Context: an optimization exercise on an open-source flow, tuned for small area and a short achievable clock period. The choices shown serve that exercise and are no tape-out recipe. In this exercise RTL edits were held to simulation tests only and were not proved equivalent to the original. No driver is modelled on the clock port, so clock power and skew are understated where the tree is cut down; a real chip needs a root buffer or a tree. Power and IR drop assume default switching activity.

// videogen
module videogen(
  input clk,
  input resetn,
  output logic [23:0] data,
  output logic hsync,
  output logic vsync,
  output logic data_en
);
For scale: about 49 flip-flops, ~29 I/O pins.
export LEC_CHECK = 0
export CAP_MARGIN = 20
export CORE_MARGIN = 2
export CORE_UTILIZATION = 40
export SLEW_MARGIN = 20
export SYNTH_HIERARCHICAL = 1
export SYNTH_MINIMUM_KEEP_SIZE = 0
create_clock -name core_clock -period 40.0 [get_ports {clk}]
standard.sh (not shown) runs the stock make flow with config.mk's settings and CLKGATE_MAP_FILE= SYNTH_SCRIPT=/design/flow/synth_recipe.tcl, a recipe that flattens the netlist after the stock synthesis.
==> flow/flow/run.sh <==
#!/bin/bash
# The standard layout with five changes in how it is made:
#  - after the standard synthesis, combinational cells are swapped for the
#    smallest drive strength of the same function (flow/downsize.tcl);
#  - plain buf_1 cells as the port buffers instead of the delay buffers ORFS
#    picks by default;
#  - clock tree synthesis without dummy loads;
#  - the clock tree is replaced by 3 clkbuf_8 cells fed from the clock
#    port, each driving one cluster of registers (flow/post_cts.tcl);
#  - before the placement's repair step, the resetn port buffer and the gates
#    with 8 or more loads get a stronger drive (flow/pre_resize.tcl).
# Each tool's output goes to a log of its own here; ORFS's step logs stay
# under orfs/logs.
set -euo pipefail
bash standard.sh synth > flow_synth.log 2>&1
RESULTS=$PWD/orfs/results/$FLOW_PLATFORM/videogen/base \
  openroad -no_init -exit flow/downsize.tcl > flow_downsize.log 2>&1
bash standard.sh \
  "BUFFER_PORTS_ARGS=-buffer_cell sky130_fd_sc_hd__buf_1" \
  "CTS_ARGS=-sink_clustering_enable -repair_clock_nets -dont_use_dummy_load" \
  "PRE_RESIZE_TCL=$PWD/flow/pre_resize.tcl" \
  "POST_CTS_TCL=$PWD/flow/post_cts.tcl" \
  finish > flow_make.log 2>&1
==> flow/flow/post_cts.tcl <==
# After clock tree synthesis: replace the clock tree by 3 buffers of
# type sky130_fd_sc_hd__clkbuf_8, each fed from the clock port and driving one cluster of the
# registers (k-means on their placed positions). Each register stays one
# buffer from the clock port.
set nleaf 3
set bufname sky130_fd_sc_hd__clkbuf_8
set block [ord::get_db_block]
set db [ord::get_db]
set clk_net [[$block findBTerm clk] getNet]
proc out_net {inst} {
  foreach it [$inst getITerms] {
    if {[$it isOutputSignal]} { return [$it getNet] }
  }
  return ""
}
# collect the clock buffers (everything reached from the port through
# clkbuf cells) and the register clock pins
set sinks {}
set bufs {}
set front [list $clk_net]
while {[llength $front]} {
  set net [lindex $front 0]
  set front [lrange $front 1 end]
  foreach it [$net getITerms] {
    if {![$it isInputSignal]} continue
    set inst [$it getInst]
    set m [[$inst getMaster] getName]
    if {[string match "sky130_fd_sc_hd__clkbuf_*" $m]} {
      lappend bufs $inst
      lappend front [out_net $inst]
    } else {
      lappend sinks $it
    }
  }
}
puts "post_cts: [llength $bufs] clock buffers, [llength $sinks] sinks"
foreach b $bufs {
  set on [out_net $b]
  foreach it [$on getITerms] { $it disconnect }
  foreach it [$b getITerms] { $it disconnect }
  odb::dbNet_destroy $on
  odb::dbInst_destroy $b
}
# k-means on sink positions
set pts {}
foreach it $sinks {
  set box [[$it getInst] getBBox]
  lappend pts [list [expr {([$box xMin] + [$box xMax]) / 2.0}] [expr {([$box yMin] + [$box yMax]) / 2.0}]]
}
set order [lsort -real -index 0 -indices $pts]
set n [llength $pts]
set cent {}
for {set k 0} {$k < $nleaf} {incr k} {
  lappend cent [lindex $pts [lindex $order [expr {int(($k + 0.5) * $n / $nleaf)}]]]
}
for {set iter 0} {$iter < 50} {incr iter} {
  set assign {}
  foreach p $pts {
    set best 0; set bd 1e30
    for {set k 0} {$k < $nleaf} {incr k} {
      set c [lindex $cent $k]
      set d [expr {abs([lindex $p 0] - [lindex $c 0]) + abs([lindex $p 1] - [lindex $c 1])}]
      if {$d < $bd} { set bd $d; set best $k }
    }
    lappend assign $best
  }
  set newc {}
  for {set k 0} {$k < $nleaf} {incr k} {
    set sx 0; set sy 0; set cnt 0
    foreach p $pts a $assign {
      if {$a == $k} { set sx [expr {$sx + [lindex $p 0]}]; set sy [expr {$sy + [lindex $p 1]}]; incr cnt }
    }
    if {$cnt} { lappend newc [list [expr {$sx / $cnt}] [expr {$sy / $cnt}]] } else { lappend newc [lindex $cent $k] }
  }
  set cent $newc
}
set master [$db findMaster $bufname]
for {set k 0} {$k < $nleaf} {incr k} {
  set inst [odb::dbInst_create $block $master "clkleaf_$k"]
  set net [odb::dbNet_create $block "clknet_leaf_$k"]
  $net setSigType CLOCK
  [$inst findITerm A] connect $clk_net
  [$inst findITerm X] connect $net
  set cnt 0
  foreach it $sinks a $assign {
    if {$a == $k} { $it connect $net; incr cnt }
  }
  set c [lindex $cent $k]
  $inst setLocation [expr {int([lindex $c 0])}] [expr {int([lindex $c 1])}]
  $inst setPlacementStatus PLACED
  puts "post_cts: clkleaf_$k ($bufname) drives $cnt registers"
}
detailed_placement
check_placement -verbose
estimate_parasitics -placement
report_clock_skew
Other scripts of this flow, unchanged in this note and not shown: flow/flow/downsize.tcl, flow/flow/pre_resize.tcl
Edit:
--- a/flow/flow/post_cts.tcl
+++ b/flow/flow/post_cts.tcl
@@ -3,6 +3,6 @@
 # registers (k-means on their placed positions). Each register stays one
 # buffer from the clock port.
-set nleaf 3
-set bufname sky130_fd_sc_hd__clkbuf_8
+set nleaf 4
+set bufname sky130_fd_sc_hd__buf_4
 set block [ord::get_db_block]
 set db [ord::get_db]
--- a/flow/config.mk
+++ b/flow/config.mk
@@ -8,5 +8,5 @@
 export CAP_MARGIN = 20
 export CORE_MARGIN = 2
-export CORE_UTILIZATION = 40
+export CORE_UTILIZATION = 60
 export SLEW_MARGIN = 20
 export SYNTH_HIERARCHICAL = 1
Utilization climbs by 23 points.
Clock skew climbs by 3.1 ps.
Wire length drops by a few percent.
Area after synthesis stays the same.
Edit:
--- a/flow/flow/post_cts.tcl
+++ b/flow/flow/post_cts.tcl
@@ -3,6 +3,6 @@
 # registers (k-means on their placed positions). Each register stays one
 # buffer from the clock port.
-set nleaf 4
-set bufname sky130_fd_sc_hd__buf_4
+set nleaf 3
+set bufname sky130_fd_sc_hd__clkbuf_8
 set block [ord::get_db_block]
 set db [ord::get_db]
--- a/flow/config.mk
+++ b/flow/config.mk
@@ -8,5 +8,5 @@
 export CAP_MARGIN = 20
 export CORE_MARGIN = 2
-export CORE_UTILIZATION = 60
+export CORE_UTILIZATION = 75
 export SLEW_MARGIN = 20
 export SYNTH_HIERARCHICAL = 1
Fmax barely changes.
Worst hold slack got worse by 18 ps.
Die area came out lower by 19%.
Final cell count came out lower by about 1.6%.
Power came out higher by 2.3%.
Setup slack improved by 7.2 ps.
Synthesized area stays the same.
Global-route usage came out higher by 5.5 points.
In every run of this note, the design's own scripts or RTL, not TritonCTS, make the clock network.

* * *

run 1:
videogen again, from the RTL that the note above started with.
Settings: LEC_CHECK=0, CAP_MARGIN=20, CORE_MARGIN=2, CORE_UTILIZATION=40, SLEW_MARGIN=20, SYNTH_HIERARCHICAL=1, SYNTH_MINIMUM_KEEP_SIZE=0; clock period 40.0 ns.
==> flow/flow/run.sh <==
#!/bin/bash
# The standard layout with four changes in how it is made:
#  - after the standard synthesis, combinational cells are swapped for the
#    smallest drive strength of the same function (flow/downsize.tcl);
#  - plain buf_1 cells as the port buffers instead of the delay buffers ORFS
#    picks by default;
#  - clock tree synthesis without dummy loads;
#  - the clock tree's root buffer is removed, so the clock port feeds the
#    leaf buffers directly (flow/post_cts.tcl).
# Each tool's output goes to a log of its own here; ORFS's step logs stay
# under orfs/logs.
set -euo pipefail
bash standard.sh synth > flow_synth.log 2>&1
RESULTS=$PWD/orfs/results/$FLOW_PLATFORM/videogen/base \
  openroad -no_init -exit flow/downsize.tcl > flow_downsize.log 2>&1
bash standard.sh \
  "BUFFER_PORTS_ARGS=-buffer_cell sky130_fd_sc_hd__buf_1" \
  "CTS_ARGS=-sink_clustering_enable -repair_clock_nets -dont_use_dummy_load" \
  "POST_CTS_TCL=$PWD/flow/post_cts.tcl" \
  finish > flow_make.log 2>&1
==> flow/flow/post_cts.tcl <==
# After clock tree synthesis: replace the clock tree by 3 buffers of
# type sky130_fd_sc_hd__clkbuf_8, each fed from the clock port and driving one cluster of the
# registers (k-means on their placed positions). Each register stays one
# buffer from the clock port.
set nleaf 3
set bufname sky130_fd_sc_hd__clkbuf_8
set block [ord::get_db_block]
set db [ord::get_db]
set clk_net [[$block findBTerm clk] getNet]
proc out_net {inst} {
  foreach it [$inst getITerms] {
    if {[$it isOutputSignal]} { return [$it getNet] }
  }
  return ""
}
# collect the clock buffers (everything reached from the port through
# clkbuf cells) and the register clock pins
set sinks {}
set bufs {}
set front [list $clk_net]
while {[llength $front]} {
  set net [lindex $front 0]
  set front [lrange $front 1 end]
  foreach it [$net getITerms] {
    if {![$it isInputSignal]} continue
    set inst [$it getInst]
    set m [[$inst getMaster] getName]
    if {[string match "sky130_fd_sc_hd__clkbuf_*" $m]} {
      lappend bufs $inst
      lappend front [out_net $inst]
    } else {
      lappend sinks $it
    }
  }
}
puts "post_cts: [llength $bufs] clock buffers, [llength $sinks] sinks"
foreach b $bufs {
  set on [out_net $b]
  foreach it [$on getITerms] { $it disconnect }
  foreach it [$b getITerms] { $it disconnect }
  odb::dbNet_destroy $on
  odb::dbInst_destroy $b
}
# k-means on sink positions
set pts {}
foreach it $sinks {
  set box [[$it getInst] getBBox]
  lappend pts [list [expr {([$box xMin] + [$box xMax]) / 2.0}] [expr {([$box yMin] + [$box yMax]) / 2.0}]]
}
set order [lsort -real -index 0 -indices $pts]
set n [llength $pts]
set cent {}
for {set k 0} {$k < $nleaf} {incr k} {
  lappend cent [lindex $pts [lindex $order [expr {int(($k + 0.5) * $n / $nleaf)}]]]
}
for {set iter 0} {$iter < 50} {incr iter} {
  set assign {}
  foreach p $pts {
    set best 0; set bd 1e30
    for {set k 0} {$k < $nleaf} {incr k} {
      set c [lindex $cent $k]
      set d [expr {abs([lindex $p 0] - [lindex $c 0]) + abs([lindex $p 1] - [lindex $c 1])}]
      if {$d < $bd} { set bd $d; set best $k }
    }
    lappend assign $best
  }
  set newc {}
  for {set k 0} {$k < $nleaf} {incr k} {
    set sx 0; set sy 0; set cnt 0
    foreach p $pts a $assign {
      if {$a == $k} { set sx [expr {$sx + [lindex $p 0]}]; set sy [expr {$sy + [lindex $p 1]}]; incr cnt }
    }
    if {$cnt} { lappend newc [list [expr {$sx / $cnt}] [expr {$sy / $cnt}]] } else { lappend newc [lindex $cent $k] }
  }
  set cent $newc
}
set master [$db findMaster $bufname]
for {set k 0} {$k < $nleaf} {incr k} {
  set inst [odb::dbInst_create $block $master "clkleaf_$k"]
  set net [odb::dbNet_create $block "clknet_leaf_$k"]
  $net setSigType CLOCK
  [$inst findITerm A] connect $clk_net
  [$inst findITerm X] connect $net
  set cnt 0
  foreach it $sinks a $assign {
    if {$a == $k} { $it connect $net; incr cnt }
  }
  set c [lindex $cent $k]
  $inst setLocation [expr {int([lindex $c 0])}] [expr {int([lindex $c 1])}]
  $inst setPlacementStatus PLACED
  puts "post_cts: clkleaf_$k ($bufname) drives $cnt registers"
}
detailed_placement
check_placement -verbose
estimate_parasitics -placement
report_clock_skew
Other scripts of this flow, unchanged in this note and not shown: flow/flow/downsize.tcl
In summary, run 1 completed successfully, with a layout that passed the timing, design-rule and antenna checks.
The inputs of run 2 differ from those of run 1 as listed below.
- swapping 40 for 60 in CORE_UTILIZATION
diff --git a/flow/flow/run.sh b/flow/flow/run.sh
--- a/flow/flow/run.sh
+++ b/flow/flow/run.sh
@@ -1,3 +1,3 @@
 #!/bin/bash
-# The standard layout with four changes in how it is made:
+# The standard layout with five changes in how it is made:
 #  - after the standard synthesis, combinational cells are swapped for the
@@ -7,4 +7,6 @@
 #  - clock tree synthesis without dummy loads;
-#  - the clock tree's root buffer is removed, so the clock port feeds the
-#    leaf buffers directly (flow/post_cts.tcl).
+#  - the clock tree is replaced by 3 buf_6 cells fed from the clock
+#    port, each driving one cluster of registers (flow/post_cts.tcl);
+#  - before the placement's repair step, the resetn port buffer and the gates
+#    with 8 or more loads get a stronger drive (flow/pre_resize.tcl).
 # Each tool's output goes to a log of its own here; ORFS's step logs stay
@@ -16,4 +18,5 @@
 bash standard.sh \
-  "BUFFER_PORTS_ARGS=-buffer_cell sky130_fd_sc_hd__buf_1" \
+  "BUFFER_PORTS_ARGS=-buffer_cell sky130_fd_sc_hd__clkbuf_1" \
   "CTS_ARGS=-sink_clustering_enable -repair_clock_nets -dont_use_dummy_load" \
+  "PRE_RESIZE_TCL=$PWD/flow/pre_resize.tcl" \
   "POST_CTS_TCL=$PWD/flow/post_cts.tcl" \
diff --git a/flow/flow/post_cts.tcl b/flow/flow/post_cts.tcl
--- a/flow/flow/post_cts.tcl
+++ b/flow/flow/post_cts.tcl
@@ -1,3 +1,3 @@
 # After clock tree synthesis: replace the clock tree by 3 buffers of
-# type sky130_fd_sc_hd__clkbuf_8, each fed from the clock port and driving one cluster of the
+# type sky130_fd_sc_hd__buf_6, each fed from the clock port and driving one cluster of the
 # registers (k-means on their placed positions). Each register stays one
@@ -5,3 +5,3 @@
 set nleaf 3
-set bufname sky130_fd_sc_hd__clkbuf_8
+set bufname sky130_fd_sc_hd__buf_6
 set block [ord::get_db_block]
==> flow/flow/pre_resize.tcl (new file) <==
# Before the placement's repair step: the input port buffer of resetn and the
# gates that fan its value out to many registers drive large loads, and the
# synthesis and downsizing left them at the smallest drive. Give the input
# buffer and every combinational gate with 8 or more loads a stronger
# version of the same cell.
set block [ord::get_db_block]
set db [ord::get_db]
proc load_count {net} {
  set n 0
  foreach it [$net getITerms] { if {[$it isInputSignal]} { incr n } }
  return $n
}
proc stronger {inst drive} {
  set name [[$inst getMaster] getName]
  if {![regexp {^(sky130_fd_sc_hd__[a-z0-9]+)_([0-9]+)$} $name -> base d]} { return }
  if {$d >= $drive} { return }
  set m [[ord::get_db] findMaster "${base}_$drive"]
  if {$m eq "NULL" || $m eq ""} { return }
  puts "pre_resize: [$inst getName] $name -> [$m getName]"
  $inst swapMaster $m
}
foreach bt [$block getBTerms] {
  if {[$bt getIoType] ne "INPUT" || [$bt getName] eq "clk"} continue
  foreach it [[$bt getNet] getITerms] {
    if {[$it isInputSignal]} { stronger [$it getInst] 4 }
  }
}
foreach inst [$block getInsts] {
  set m [[$inst getMaster] getName]
  if {[string match "*df*" $m] || [string match "*clkbuf*" $m] || [string match "*__fa_*" $m] || [string match "*__ha_*" $m]} continue
  foreach it [$inst getITerms] {
    if {![$it isOutputSignal]} continue
    set net [$it getNet]
    if {$net ne "NULL" && $net ne "" && [load_count $net] >= 8} { stronger $inst 2 }
  }
}
Results
Comparing run 1 and run 2, the higher area of all placed cells without fillers is on run 1.
The internal power consumption of run 2 is lower than that of run 1.
Run 2 ends up with a clock group total power that is about 7% lower than in run 1.
Run 1 -> run 2: worst reg2reg path depth delta 0, exact match
In the metrics for run 1 and run 2, the one carrying the lower worst-case setup margin in the final layout is run 1.
Run 2 vs. run 1: initial cell density of the core now larger, power now smaller, global placer's final weighted congestion now larger, via total after detailed routing now smaller, final standard cell utilization of the core now larger.
Cell leakage power: run 2 vs run 1, no meaningful difference
Edits applied to the flow inputs when going from run 2 to run 3:
diff --git a/flow/flow/run.sh b/flow/flow/run.sh
--- a/flow/flow/run.sh
+++ b/flow/flow/run.sh
@@ -18,3 +18,3 @@
 bash standard.sh \
-  "BUFFER_PORTS_ARGS=-buffer_cell sky130_fd_sc_hd__clkbuf_1" \
+  "BUFFER_PORTS_ARGS=-buffer_cell sky130_fd_sc_hd__buf_1" \
   "CTS_ARGS=-sink_clustering_enable -repair_clock_nets -dont_use_dummy_load" \
diff --git a/flow/flow/post_cts.tcl b/flow/flow/post_cts.tcl
--- a/flow/flow/post_cts.tcl
+++ b/flow/flow/post_cts.tcl
@@ -1,3 +1,3 @@
 # After clock tree synthesis: replace the clock tree by 3 buffers of
-# type sky130_fd_sc_hd__buf_6, each fed from the clock port and driving one cluster of the
+# type sky130_fd_sc_hd__clkbuf_8, each fed from the clock port and driving one cluster of the
 # registers (k-means on their placed positions). Each register stays one
Notes after the runs:
[compare] base=run 2 new=run 3: fill cell instance count of the final layout higher, number of cells in the finished layout apart from fillers roughly the same, overall routed net length lower, final design utilization roughly the same. Run 2 ended up with yc[6]$_SDFF_PP0_ as its critical path capture point; run 3 ended up with data_en. Run 3 reports its startpoint-to-endpoint class of the critical path as reg -> out while run 2 reports in -> reg. Looking at wire length on met3 across run 2 and run 3, the one that comes out higher is run 2. Sum of internal, switching and leakage power essentially unchanged between run 3 and run 2.
Here is what was changed in the inputs of run 4 compared with run 3.
diff --git a/flow/flow/run.sh b/flow/flow/run.sh
--- a/flow/flow/run.sh
+++ b/flow/flow/run.sh
@@ -7,3 +7,3 @@
 #  - clock tree synthesis without dummy loads;
-#  - the clock tree is replaced by 3 buf_6 cells fed from the clock
+#  - the clock tree is replaced by 3 clkbuf_8 cells fed from the clock
 #    port, each driving one cluster of registers (flow/post_cts.tcl);
diff --git a/flow/flow/post_cts.tcl b/flow/flow/post_cts.tcl
--- a/flow/flow/post_cts.tcl
+++ b/flow/flow/post_cts.tcl
@@ -5,3 +5,3 @@
 set nleaf 3
-set bufname sky130_fd_sc_hd__buf_6
+set bufname sky130_fd_sc_hd__clkbuf_8
 set block [ord::get_db_block]
==> comparison <==
Any difference in first-pass GRT wire length between run 4 and run 3 is small enough to ignore. Delta (run 4 minus run 3): worst-case headroom to the max-slew limit lost 3.5 points; post-layout worst setup margin lost 0.022 ns; reported net switching power neither gained nor lost much; utilization picked up an extra 0.18 points. Portion of total power attributed to the clock network (lower): run 3. As far as routed wire length is concerned, run 4 and run 3 perform about the same. Detailed-route wire length per cell of run 3 is on par with run 4.
No run of this note takes its clock network from TritonCTS; it comes from the design's own scripts or RTL.

afterwards: timing with drivers on the ports:
The results above use ideal ports. As a check the final layouts listed here were re-extracted and re-timed, cells and wires unchanged.
Step 1, drivers: a clkbuf_16 drives clk and a buf_2 each remaining input, both assumed.
Step 2 adds t to the input delays and takes it off the output delays; t is the mean of the earliest and latest rising clock arrival at the registers after step 1. Input paths then give back, and output paths get back, about the clock's delay inside the block.
a / b / c = ideal ports / drivers / drivers and shift; a / b = the first two.
run | shift t [ns] | slack for setup (ns) | worst setup path at the end
the first run of note 1 | 0.203 | 31.330 / 31.282 / 31.251 | input to register
the second run of note 1 | 0.196 | 31.339 / 31.288 / 31.239 | input to register
the third run of note 1 | 0.193 | 31.347 / 31.305 / 31.231 | input to register
run 1 | 0.210 | 30.832 / 30.856 / 30.646 | input to register
run 2 | 0.178 | 31.348 / 31.319 / 31.203 | input to register
run 3 | 0.177 | 31.376 / 31.326 / 31.247 | input to register
run 4 | 0.201 | 31.354 / 31.303 / 31.249 | input to register
After both steps every run listed still meets setup and hold. For run 1, which loses most, drivers alone change the setup slack by +0.024 ns; drivers and shift together by -0.186 ns.
